What follows belongs to an exercise in optimizing a design on an open flow for small area; a production flow would make more cautious choices. RTL that was checked went through simulation tests only; none was proved equivalent to the original.

==> flow/design.v (excerpt) <==
module MBF(CLK, RESET, IN_VALID, IN_DATA, X_DATA, Y_DATA, OUT_VALID);
  input CLK;
  input RESET;
  input IN_VALID;
  input [12:0] IN_DATA;
  output [12:0] X_DATA;
  output [12:0] Y_DATA;
  output OUT_VALID;
  reg [12:0] r0;
  reg [12:0] r1;
  reg [12:0] r2;
  reg [12:0] r3;
  reg [12:0] r4;
  reg [12:0] r5;
  reg [12:0] r6;
  reg [12:0] r7;
  reg [12:0] r8;
  reg [12:0] r9;
  reg [12:0] r10;
  reg [12:0] r11;
  reg [12:0] r12;
  reg [12:0] r13;
  reg [12:0] r14;
  wire [11:0] sy, sx;
  wire rst_n = ~RESET;
  wire en = IN_VALID & rst_n;
  wire [12:0] r0_d;
  wire [12:0] r1_d;
  wire [12:0] r2_d;
  wire [12:0] r3_d;
  wire [12:0] r4_d;
  wire [12:0] r5_d;
  wire [12:0] r6_d;
  wire [12:0] r7_d;
  wire [12:0] r8_d;
  wire [12:0] r9_d;
  wire [12:0] r10_d;
  wire [12:0] r11_d;
  wire [12:0] r12_d;
  wire [12:0] r13_d;
  wire [12:0] r14_d;
  MBF_nand2 ur0_0 (.a(IN_DATA[0]), .b(en), .y(r0_d[0]));
  MBF_nand2 ur0_1 (.a(IN_DATA[1]), .b(en), .y(r0_d[1]));
  ...
Size: roughly 250 flip-flops, ~43 I/O pins.
clock: 7.0 ns
lec_check: 0
cap_margin: 20
core_margin: 2
core_utilization: 40
cts_buf_list: sky130_fd_sc_hd__clkbuf_4
cts_cluster_size: 12
slew_margin: 20
synth_hierarchical: 1
run.sh (not shown) runs the stock make flow with config.mk's settings and CLKGATE_MAP_FILE= SYNTH_SCRIPT=/design/flow/synth_recipe.tcl, a recipe that flattens the netlist after the stock synthesis.
Rerun with:
Settings changed: CTS_BUF_LIST sky130_fd_sc_hd__clkbuf_4 to sky130_fd_sc_hd__clkbuf_8, CTS_CLUSTER_DIAMETER set to 60, CTS_CLUSTER_SIZE 12 to 24.
=>
- via count decreases by 3.6%
- fmax goes down by 2.2%
- routed wire length goes down by 1.2%
Rerun with:
Settings changed: CAP_MARGIN 20 to 0, CTS_BUF_LIST sky130_fd_sc_hd__clkbuf_8 to sky130_fd_sc_hd__clkbuf_4, CTS_CLUSTER_DIAMETER 60 to not set, CTS_CLUSTER_SIZE 24 to 12, SLEW_MARGIN 20 to 0.
Result:
- register-to-register slack improves by 0.04 ns
- wire length came out higher by 1.3%
- utilization came out higher by 0.87 points
- final cell count came out higher by 4.7%
Rerun with:
Settings changed: CAP_MARGIN 0 to 20, CTS_BUF_LIST sky130_fd_sc_hd__clkbuf_4 to sky130_fd_sc_hd__clkbuf_8, CTS_CLUSTER_DIAMETER set to 45, CTS_CLUSTER_SIZE 12 to 30, SLEW_MARGIN 0 to 20.
The new run finished with timing, DRC and antenna clean.
Clock-buffer cell count drops by 55.
Routed wire length went down by 1.2%.
Flip-flop and latch count stays the same.
Die area does not change.
Worst setup slack is worse by 0.16 ns.
Synthesized cell count does not change.


MBF, a different RTL version from the one above (not shown whole).
For scale: about 1000 cells after synthesis, roughly 43 I/O pins.
clock: 7.0 ns
lec_check: 0
cap_margin: 20
core_margin: 2
core_utilization: 60
cts_buf_list: sky130_fd_sc_hd__clkbuf_2 sky130_fd_sc_hd__clkbuf_4
cts_cluster_size: 20
slew_margin: 20
synth_hierarchical: 1
The baseline completed without violations.
==> next run, changes <==
--- a/flow/config.mk
+++ b/flow/config.mk
@@ -8,7 +8,5 @@
 export CAP_MARGIN = 20
 export CORE_MARGIN = 2
-export CORE_UTILIZATION = 60
-export CTS_BUF_LIST = sky130_fd_sc_hd__clkbuf_2 sky130_fd_sc_hd__clkbuf_4
-export CTS_CLUSTER_SIZE = 20
+export CORE_UTILIZATION = 40
 export SLEW_MARGIN = 20
 export SYNTH_HIERARCHICAL = 1
After rerunning: Setup slack improves by 0.045 ns; maximum frequency came out higher by 0.67%; utilization fell by 22 points; non-clock buffer count is lower by 19; final cell count grows by 7.9%; first-iteration DRC count goes down by about 40%; wire length falls by 4.1%; worst hold slack is better by 0.0062 ns; register-to-register slack gains 0.02 ns.


MBF, a different RTL version from the one above (not shown whole).
For scale: ~230 flip-flops, about 43 I/O pins.
==> flow/config.mk <==
export PLATFORM = sky130hd
export DESIGN_NAME = MBF
export DESIGN_NICKNAME = MBF
export VERILOG_FILES = /design/flow/design.v
export SDC_FILE = /design/flow/constraint.sdc
export NUM_CORES = 4
export LEC_CHECK = 0
export CAP_MARGIN = 20
export CORE_MARGIN = 2
export CORE_UTILIZATION = 65
export CTS_BUF_LIST = sky130_fd_sc_hd__clkbuf_8
export CTS_CLUSTER_DIAMETER = 50
export CTS_CLUSTER_SIZE = 20
export SLEW_MARGIN = 20
export SYNTH_HIERARCHICAL = 1
==> flow/constraint.sdc <==
create_clock -name core_clock -period 7.0 [get_ports {CLK}]
set_input_delay 1.4000 -clock core_clock [delete_from_list [all_inputs] [get_ports {CLK}]]
set_output_delay 1.4000 -clock core_clock [all_outputs]
set_load 0.01 [all_outputs]
standard.sh (not shown) runs the stock make flow with config.mk's settings and CLKGATE_MAP_FILE= SYNTH_SCRIPT=/design/flow/synth_recipe.tcl, a recipe that flattens the netlist after the stock synthesis.
==> flow/flow/run.sh <==
#!/bin/bash
# The standard layout, with the port buffers that global placement inserts made from the
# smallest buffer cell, and clock tree synthesis without dummy loads. The make output goes to
# flow_make.log; ORFS keeps each step's own log under orfs/logs/.
set -euo pipefail
export BUFFER_PORTS_ARGS="-buffer_cell sky130_fd_sc_hd__buf_1"
export CTS_ARGS="-sink_clustering_enable -repair_clock_nets -dont_use_dummy_load -buf_list sky130_fd_sc_hd__clkbuf_8 -sink_clustering_size 20 -sink_clustering_max_diameter 50"
bash standard.sh finish > flow_make.log 2>&1
The first run completed with no timing, DRC or antenna violations.
Change:
CORE_UTILIZATION = 50   (was 65)
What happened: Register-to-register slack is worse by 0.03 ns. Global-route usage is lower by 6.6 points. Utilization is lower by 16 points. Sequential share of layout area is lower by 0.32 points. Routed wire length is higher by 1.6%.
No functional check of the RTL was part of any run of this note.


run a:
MBF, a different RTL version from the one above (not shown whole).
Size in the first run: about 1100 cells after synthesis, ~230 flip-flops, roughly 43 I/O pins, ~16000 µm² of cells after synthesis.
Settings: LEC_CHECK=0, CAP_MARGIN=20, CORE_MARGIN=2, CORE_UTILIZATION=55, CTS_BUF_LIST=sky130_fd_sc_hd__clkbuf_8, CTS_CLUSTER_DIAMETER=50, CTS_CLUSTER_SIZE=20, SLEW_MARGIN=20, SYNTH_HIERARCHICAL=1; clock period 7.0 ns.
run.sh (not shown) runs the stock make flow with config.mk's settings and CLKGATE_MAP_FILE= SYNTH_SCRIPT=/design/flow/synth_recipe.tcl, a recipe that flattens the netlist after the stock synthesis.
Stock flow here: none of the scripts above is used.
Run a: PASS, flow complete, no timing, DRC or antenna violations
For run b, these inputs were changed with respect to run a:
- CORE_UTILIZATION changed from 55 to 40
- CTS_CLUSTER_DIAMETER changed from 50 to 60
- CTS_CLUSTER_SIZE changed from 20 to 24
- Run b falls short of run a in pre-CTS setup slack.
- Run a vs run b, highest signal layer in the routed design: met4 vs met5
- When the final numbers for run a and run b were put side by side, the die outline area turned out to be greater in run b.
- Design area (higher): run b


MBF, a different RTL version from the one above (not shown whole).
For scale: about 1100 cells after synthesis, ~230 flip-flops.
clock: 7.0 ns
lec_check: 0
cap_margin: 20
core_margin: 2
core_utilization: 50
cts_buf_list: sky130_fd_sc_hd__clkbuf_8
cts_cluster_diameter: 50
cts_cluster_size: 20
slew_margin: 20
synth_hierarchical: 1
standard.sh (not shown) runs the stock make flow with config.mk's settings and CLKGATE_MAP_FILE= SYNTH_SCRIPT=/design/flow/synth_recipe.tcl, a recipe that flattens the netlist after the stock synthesis.
==> flow/flow/run.sh <==
#!/bin/bash
# The standard layout, with the port buffers that global placement inserts made from the
# smallest buffer cell, resizer changes from timing-driven placement not kept, and clock
# tree synthesis without dummy loads. The make output goes to
# flow_make.log; ORFS keeps each step's own log under orfs/logs/.
set -euo pipefail
export BUFFER_PORTS_ARGS="-buffer_cell sky130_fd_sc_hd__buf_1"
export GPL_KEEP_OVERFLOW=0
export CTS_ARGS="-sink_clustering_enable -repair_clock_nets -dont_use_dummy_load -buf_list sky130_fd_sc_hd__clkbuf_8 -sink_clustering_size 24 -sink_clustering_max_diameter 50"
bash standard.sh finish > flow_make.log 2>&1
Then changed:
--- a/flow/flow/run.sh
+++ b/flow/flow/run.sh
@@ -7,4 +7,4 @@
 export BUFFER_PORTS_ARGS="-buffer_cell sky130_fd_sc_hd__buf_1"
 export GPL_KEEP_OVERFLOW=0
-export CTS_ARGS="-sink_clustering_enable -repair_clock_nets -dont_use_dummy_load -buf_list sky130_fd_sc_hd__clkbuf_8 -sink_clustering_size 24 -sink_clustering_max_diameter 50"
+export CTS_ARGS="-sink_clustering_enable -repair_clock_nets -dont_use_dummy_load -buf_list sky130_fd_sc_hd__clkbuf_8 -sink_clustering_size 16 -sink_clustering_max_diameter 40"
 bash standard.sh finish > flow_make.log 2>&1
Outcome: The changed run completed without violations. Setup slack stays flat. Routed wire length went up by 0.73%. Core utilization goes up by 0.48 points. Design area is higher by 0.89%. Fmax is about the same. Via count grows by 1.3%.
No run of this note included a check of the RTL's function; only the layout flow was run.


job 105:
Another version of the RTL of MBF (not shown whole).
Size in the first run: about 1300 cells after synthesis, ~17000 um^2 of cells after synthesis.
Settings: LEC_CHECK=0, ABC_AREA=1, CAP_MARGIN=20, CORE_MARGIN=2, CORE_UTILIZATION=40, CTS_BUF_LIST=sky130_fd_sc_hd__clkbuf_4, CTS_CLUSTER_SIZE=12, SLEW_MARGIN=20, SYNTH_HIERARCHICAL=1; clock period 7.0 ns.
run.sh (not shown) runs the stock make flow with config.mk's settings and CLKGATE_MAP_FILE= SYNTH_SCRIPT=/design/flow/synth_recipe.tcl, a recipe that flattens the netlist after the stock synthesis.
Stock flow here: none of the scripts above is used.
Setup changes, job 105 to job 102
# job 105
export LEC_CHECK = 0
export ABC_AREA = 1
export CAP_MARGIN = 20
export CORE_MARGIN = 2
export CORE_UTILIZATION = 40
export CTS_BUF_LIST = sky130_fd_sc_hd__clkbuf_4
export CTS_CLUSTER_SIZE = 12
export SLEW_MARGIN = 20
export SYNTH_HIERARCHICAL = 1
create_clock -name core_clock -period 7.0 [get_ports {CLK}]
# job 102
export LEC_CHECK = 0
export CAP_MARGIN = 20
export CORE_MARGIN = 2
export CORE_UTILIZATION = 40
export CTS_BUF_LIST = sky130_fd_sc_hd__clkbuf_4
export CTS_CLUSTER_SIZE = 12
export SLEW_MARGIN = 20
export SYNTH_HIERARCHICAL = 1
create_clock -name core_clock -period 7.0 [get_ports {CLK}]
Results
Job 105 has a lower critical path depth than job 102. Measured against each other, job 105 and job 102 differ in global-route usage over all layers, the higher figure coming from job 105. Relative to job 105, met1 routing resource usage after global routing has gone up in job 102. Of job 102 and job 105, it is job 102 that has the lower utilization after layout. Delta (job 102 minus job 105): number of design rule violations left after detail routing barely changed; number of detailed-routing iterations run before antenna repair dropped 5; wire length of the first global-routing pass dropped 1.0%.
No functional check of the RTL was part of any run of this note.

## separate check: timing with driven ports
No port has a modelled driver above. Below, the same layouts with a new extraction and two added sets of constraints.
Step 1 assumes that a clkbuf_16 drives the clock port and a buf_2 every other input.
Step 2 moves the port delays by t, midway between the first and last clock arrival at a register: inputs arrive t later, outputs are due t later. That takes back most of the time a late clock gives input paths.
Slacks: no drivers / after step 1 / after step 2; pairs: no drivers / after step 1.
| run | t, ns | slack for setup (ns) | hold slack, ns | clock arrival spread, ns | pins driven straight from the clock port |
|---|---|---|---|---|---|
| the first run of note 1 | 0.761 | 0.371 / 0.320 / 0.421 | 0.360 / 0.360 / 0.360 | 0.047 / 0.046 | 1 |
| the second run of note 1 | 0.663 | 0.222 / 0.168 / 0.375 | 0.374 / 0.374 / 0.374 | 0.027 / 0.027 | 1 |
| the third run of note 1 | 0.758 | 0.375 / 0.325 / 0.417 | 0.360 / 0.360 / 0.360 | 0.044 / 0.044 | 1 |
| the fourth run of note 1 | 0.639 | 0.211 / 0.160 / 0.411 | 0.353 / 0.353 / 0.353 | 0.061 / 0.061 | 1 |
| the first run of note 2 | 0.772 | 0.165 / 0.120 / 0.327 | 0.341 / 0.341 / 0.341 | 0.070 / 0.071 | 1 |
| the second run of note 2 | 0.602 | 0.210 / 0.157 / 0.348 | 0.347 / 0.347 / 0.347 | 0.028 / 0.028 | 1 |
| the first run of note 3 | 0.604 | 0.210 / 0.210 / 0.210 | 0.366 / 0.366 / 0.366 | 0.115 / 0.116 | 1 |
| the second run of note 3 | 0.631 | 0.182 / 0.182 / 0.182 | 0.315 / 0.315 / 0.315 | 0.057 / 0.057 | 1 |
| run a | 0.627 | 0.174 / 0.174 / 0.174 | 0.365 / 0.365 / 0.365 | 0.024 / 0.025 | 1 |
| run b | 0.641 | 0.178 / 0.178 / 0.178 | 0.355 / 0.355 / 0.355 | 0.027 / 0.027 | 1 |
| the first run of note 5 | 0.607 | 0.206 / 0.206 / 0.206 | 0.362 / 0.362 / 0.362 | 0.078 / 0.078 | 1 |
| the second run of note 5 | 0.601 | 0.205 / 0.205 / 0.205 | 0.351 / 0.351 / 0.351 | 0.086 / 0.087 | 1 |
| job 105 | 0.754 | 0.293 / 0.258 / 0.293 | 0.357 / 0.357 / 0.357 | 0.066 / 0.067 | 1 |
| job 102 | 0.768 | 0.212 / 0.212 / 0.212 | 0.324 / 0.324 / 0.324 | 0.066 / 0.066 | 1 |
After both steps every run listed still meets setup and hold.
